Context: an optimization exercise on an open-source flow, tuned for small area, a short achievable clock period and few clock cycles per item. The choices shown serve that exercise and are no tape-out recipe. At most, simulation tests tie the RTL to the original design; equivalence was not proved. Power and IR drop assume default switching activity.

==> flow/design.v (excerpt) <==
module risc (
    input         reset,
    input         clk0,
    input  [31:0] mem_datain,
    output [23:0] paddr,
    output [31:0] mem_dataout,
    output        mem_req,
    output        mem_rdwr,
    output        halted
);
export LEC_CHECK = 0
export ABC_AREA = 1
export CAP_MARGIN = 20
export CORE_MARGIN = 2
export CORE_UTILIZATION = 40
export SETUP_SLACK_MARGIN = 3.5
export SLEW_MARGIN = 20
create_clock -name core_clock -period 6.5 [get_ports {clk0}]
standard.sh (not shown) runs the stock make flow with config.mk's settings and CLKGATE_MAP_FILE= SYNTH_SCRIPT=/design/flow/synth_recipe.tcl, a recipe that flattens the netlist after the stock synthesis.
==> flow/flow/run.sh <==
#!/bin/bash
# Own flow: the standard layout (standard.sh, ORFS make) with the ports
# buffered by the smallest buffer instead of the default delay buffer. The
# resizer still upsizes any port buffer that timing or slew needs.
set -euo pipefail
bash standard.sh BUFFER_PORTS_ARGS="-buffer_cell sky130_fd_sc_hd__buf_1" finish > make_finish.log 2>&1
Change:
--- a/flow/config.mk
+++ b/flow/config.mk
@@ -10,4 +10,4 @@
 export CORE_MARGIN = 2
 export CORE_UTILIZATION = 40
-export SETUP_SLACK_MARGIN = 3.5
+export SETUP_SLACK_MARGIN = 4.0
 export SLEW_MARGIN = 20
=> Cell area is higher by about 12%; power is higher by about 4.7%; global-route usage is higher by 0.24 points; register-to-register slack is better by 90 ps; worst setup slack is better by 16 ps; sequential power stays flat; non-clock buffer count is higher by 58; clock power is higher by about 7%.
Change:
--- a/flow/config.mk
+++ b/flow/config.mk
@@ -10,4 +10,4 @@
 export CORE_MARGIN = 2
 export CORE_UTILIZATION = 40
-export SETUP_SLACK_MARGIN = 4.0
+export SETUP_SLACK_MARGIN = 3.0
 export SLEW_MARGIN = 20
Design area drops by 16%.
Count of clock-buffer cells in the layout increases by 4.
Power went down by 6.1%.
Sequential power hardly moves.
Global-route usage went up by 0.54 points.
No run of this note included a check of the RTL's function; only the layout flow was run.

risc, a different RTL version from the one above (not shown whole).
Size in the first run: ~880 cells after synthesis, roughly 100 flip-flops, ~93 I/O pins.
export LEC_CHECK = 0
export CAP_MARGIN = 20
export CORE_MARGIN = 2
export CORE_UTILIZATION = 40
export SLEW_MARGIN = 20
create_clock -name core_clock -period 6.5 [get_ports {clk0}]
run.sh (not shown) runs the stock make flow with config.mk's settings and CLKGATE_MAP_FILE= SYNTH_SCRIPT=/design/flow/synth_recipe.tcl, a recipe that flattens the netlist after the stock synthesis.
Stock flow here: none of the scripts above is used.
Change:
--- a/flow/config.mk
+++ b/flow/config.mk
@@ -6,6 +6,8 @@
 export NUM_CORES = 4
 export LEC_CHECK = 0
+export ABC_AREA = 1
 export CAP_MARGIN = 20
 export CORE_MARGIN = 2
 export CORE_UTILIZATION = 40
+export SETUP_SLACK_MARGIN = 2.5
 export SLEW_MARGIN = 20
Non-clock buffer count is unchanged; maximum frequency rises by a quarter to a third; clock-buffer cell count stays the same; synthesized cell count rises by roughly a tenth; worst setup slack is better by 0.92 ns; die area drops slightly; core utilization went up by 0.81 points.
Change:
==> flow/flow/run.sh (new file) <==
#!/bin/bash
# Own flow: the standard layout (standard.sh, ORFS make) with the ports
# buffered by the smallest buffer instead of the default delay buffer. The
# resizer still upsizes any port buffer that timing or slew needs.
set -euo pipefail
bash standard.sh BUFFER_PORTS_ARGS="-buffer_cell sky130_fd_sc_hd__buf_1" finish > make_finish.log 2>&1
==> flow/standard.sh (new file) <==
#!/bin/bash
# synth_recipe.tcl (not shown) runs the flow's synth.tcl, then flattens the netlist and writes it again
# the make line also repeats each setting of config.mk as NAME=value (left out here)
make -C /OpenROAD-flow-scripts/flow DESIGN_CONFIG=/design/flow/config.mk WORK_HOME=/design/flow/orfs CLKGATE_MAP_FILE= SYNTH_SCRIPT=/design/flow/synth_recipe.tcl "${@:-finish}"
removed: flow/run.sh
After rerunning: The changed run went through all stages and came out clean. Total power decreases by 4.2%. Core utilization decreases by 3.4 points. Clock skew is about the same. Die area does not change.
Function was not checked in any run of this note: the RTL went through the layout flow alone.

== run 1 ==
risc, a different RTL version from the one above (not shown whole).
Size in the first run: about 1,100 cells after synthesis, roughly 100 flip-flops, about 93 I/O pins.
==> flow/config.mk <==
export PLATFORM = sky130hd
export DESIGN_NAME = risc
export DESIGN_NICKNAME = risc
export VERILOG_FILES = /design/flow/design.v
export SDC_FILE = /design/flow/constraint.sdc
export NUM_CORES = 4
export LEC_CHECK = 0
export ABC_AREA = 1
export CAP_MARGIN = 20
export CORE_MARGIN = 2
export CORE_UTILIZATION = 40
export SETUP_SLACK_MARGIN = 3.5
export SLEW_MARGIN = 20
==> flow/constraint.sdc <==
create_clock -name core_clock -period 6.5 [get_ports {clk0}]
set_input_delay 1.3000 -clock core_clock [delete_from_list [all_inputs] [get_ports {clk0}]]
set_output_delay 1.3000 -clock core_clock [all_outputs]
set_load 0.01 [all_outputs]
standard.sh (not shown) runs the stock make flow with config.mk's settings and CLKGATE_MAP_FILE= SYNTH_SCRIPT=/design/flow/synth_recipe.tcl, a recipe that flattens the netlist after the stock synthesis.
==> flow/flow/run.sh <==
#!/bin/bash
# Own flow: the standard layout (standard.sh, ORFS make) with the ports
# buffered by the smallest buffer instead of the default delay buffer. The
# resizer still upsizes any port buffer that timing or slew needs.
set -euo pipefail
bash standard.sh BUFFER_PORTS_ARGS="-buffer_cell sky130_fd_sc_hd__buf_1" finish > make_finish.log 2>&1
Testbench counts of run 1, summed over its fixed seeds: cycles 64,424, instructions 36,867.
diff inputs: run 1 => run 2
==> flow/flow/run.sh <==
#!/bin/bash
# Own flow: the standard layout (standard.sh, ORFS make) with two changes:
#  - synthesis maps the logic with ABC script flow/abc.script (registers are
#    mapped before ABC, so they are the standard synthesis's); flow/synth.tcl
#    is synth_recipe.tcl with ABC's script swapped;
#  - the ports are buffered by the smallest buffer instead of the default
#    delay buffer (the resizer still upsizes any that timing or slew needs).
set -euo pipefail
here=$(pwd)
export MY_ABC_SCRIPT=$here/flow/abc.script
bash standard.sh SYNTH_SCRIPT=$here/flow/synth.tcl \
  BUFFER_PORTS_ARGS="-buffer_cell sky130_fd_sc_hd__buf_1" finish > make_finish.log 2>&1
==> flow/flow/abc.script (new file) <==
strash
dch
map -B 0.5
topo
stime -c
buffer -c
upsize -c
dnsize -c
strash
dch
map -B 0.5
topo
stime -c
buffer -c
upsize -c
dnsize -c
==> flow/flow/synth.tcl (new file) <==
# synth_recipe.tcl (the standard synthesis) with ABC's -script replaced by $MY_ABC_SCRIPT.
proc synth {args} { yosys synth -nofsm -noshare {*}$args }
proc abc {args} {
  set i [lsearch -exact $args -script]
  if {$i >= 0 && [info exists ::env(MY_ABC_SCRIPT)] && $::env(MY_ABC_SCRIPT) ne ""} {
    lset args [expr {$i + 1}] $::env(MY_ABC_SCRIPT)
  }
  puts "MY_ABC: abc $args"
  yosys abc {*}$args
}
source $::env(SCRIPTS_DIR)/synth.tcl
# left out here: clear keep_hierarchy, flatten, clean up, hide names made inside functions, write 1_2_yosys.v
Notes after the runs:
The clock-pin transition on the worst setup and hold timing paths was comparable across run 2 and run 1. Changes observed in run 2 relative to run 1: hold violation total from the final report roughly the same; utilization after layout up 0.31 points; data required time of the critical path shows an increase of 0.05 ns.
For run 3, these inputs were changed with respect to run 2:
- a change of SETUP_SLACK_MARGIN from 3.5 to 3.8
==> flow/flow/run.sh <==
#!/bin/bash
# Own flow: the standard layout (standard.sh, ORFS make) with the ports
# buffered by the smallest buffer instead of the default delay buffer. The
# resizer still upsizes any port buffer that timing or slew needs.
set -euo pipefail
bash standard.sh BUFFER_PORTS_ARGS="-buffer_cell sky130_fd_sc_hd__buf_1" finish > make_finish.log 2>&1
removed: flow/flow/abc.script
removed: flow/flow/synth.tcl
## What came out
Summary of run 3 over run 2: die area now sits higher, global routing met1 resource utilization now sits higher, placer's final routability congestion estimate now sits lower, post-synthesis cell type count now sits lower.

-- separate check: timing with driven ports --
The results above use ideal ports. As a check the final layouts listed here were re-extracted and re-timed, cells and wires unchanged. Step 1 (the two cells are an assumption about what drives the block):
set clk [get_ports {clk0}]
set_driving_cell -lib_cell sky130_fd_sc_hd__clkbuf_16 $clk
set_driving_cell -lib_cell sky130_fd_sc_hd__buf_2 [delete_from_list [all_inputs] $clk]
Step 2 also shifts input and output timing later by t, the mid clock arrival at the registers, as if the neighbouring blocks saw the same clock. Three values: ideal, step 1, step 2; two values: the first two.
| run | t (ns) | setup slack, ns | worst slew at a driven data input, ns |
|---|---|---|---|
| the first run of note 1 | 0.404 | 3.498 / 3.452 / 3.382 | 0.06 |
| the second run of note 1 | 0.411 | 3.514 / 3.468 / 3.618 | 0.04 |
| the third run of note 1 | 0.402 | 3.196 / 3.151 / 3.108 | 0.04 |
| the first run of note 2 | 0.407 | 1.709 / 1.662 / 2.069 | 0.05 |
| the second run of note 2 | 0.410 | 2.628 / 2.585 / 2.773 | 0.04 |
| the third run of note 2 | 0.403 | 2.796 / 2.761 / 2.796 | 0.03 |
| run 1 | 0.403 | 3.477 / 3.477 / 3.265 | 0.05 |
| run 2 | 0.407 | 3.321 / 3.321 / 3.250 | 0.04 |
| run 3 | 0.406 | 3.476 / 3.476 / 3.333 | 0.05 |
After both steps setup and hold are still met in every run listed. The setup slack of run 1, which loses most, moves by 0.000 ns with the drivers and by -0.212 ns with both steps.
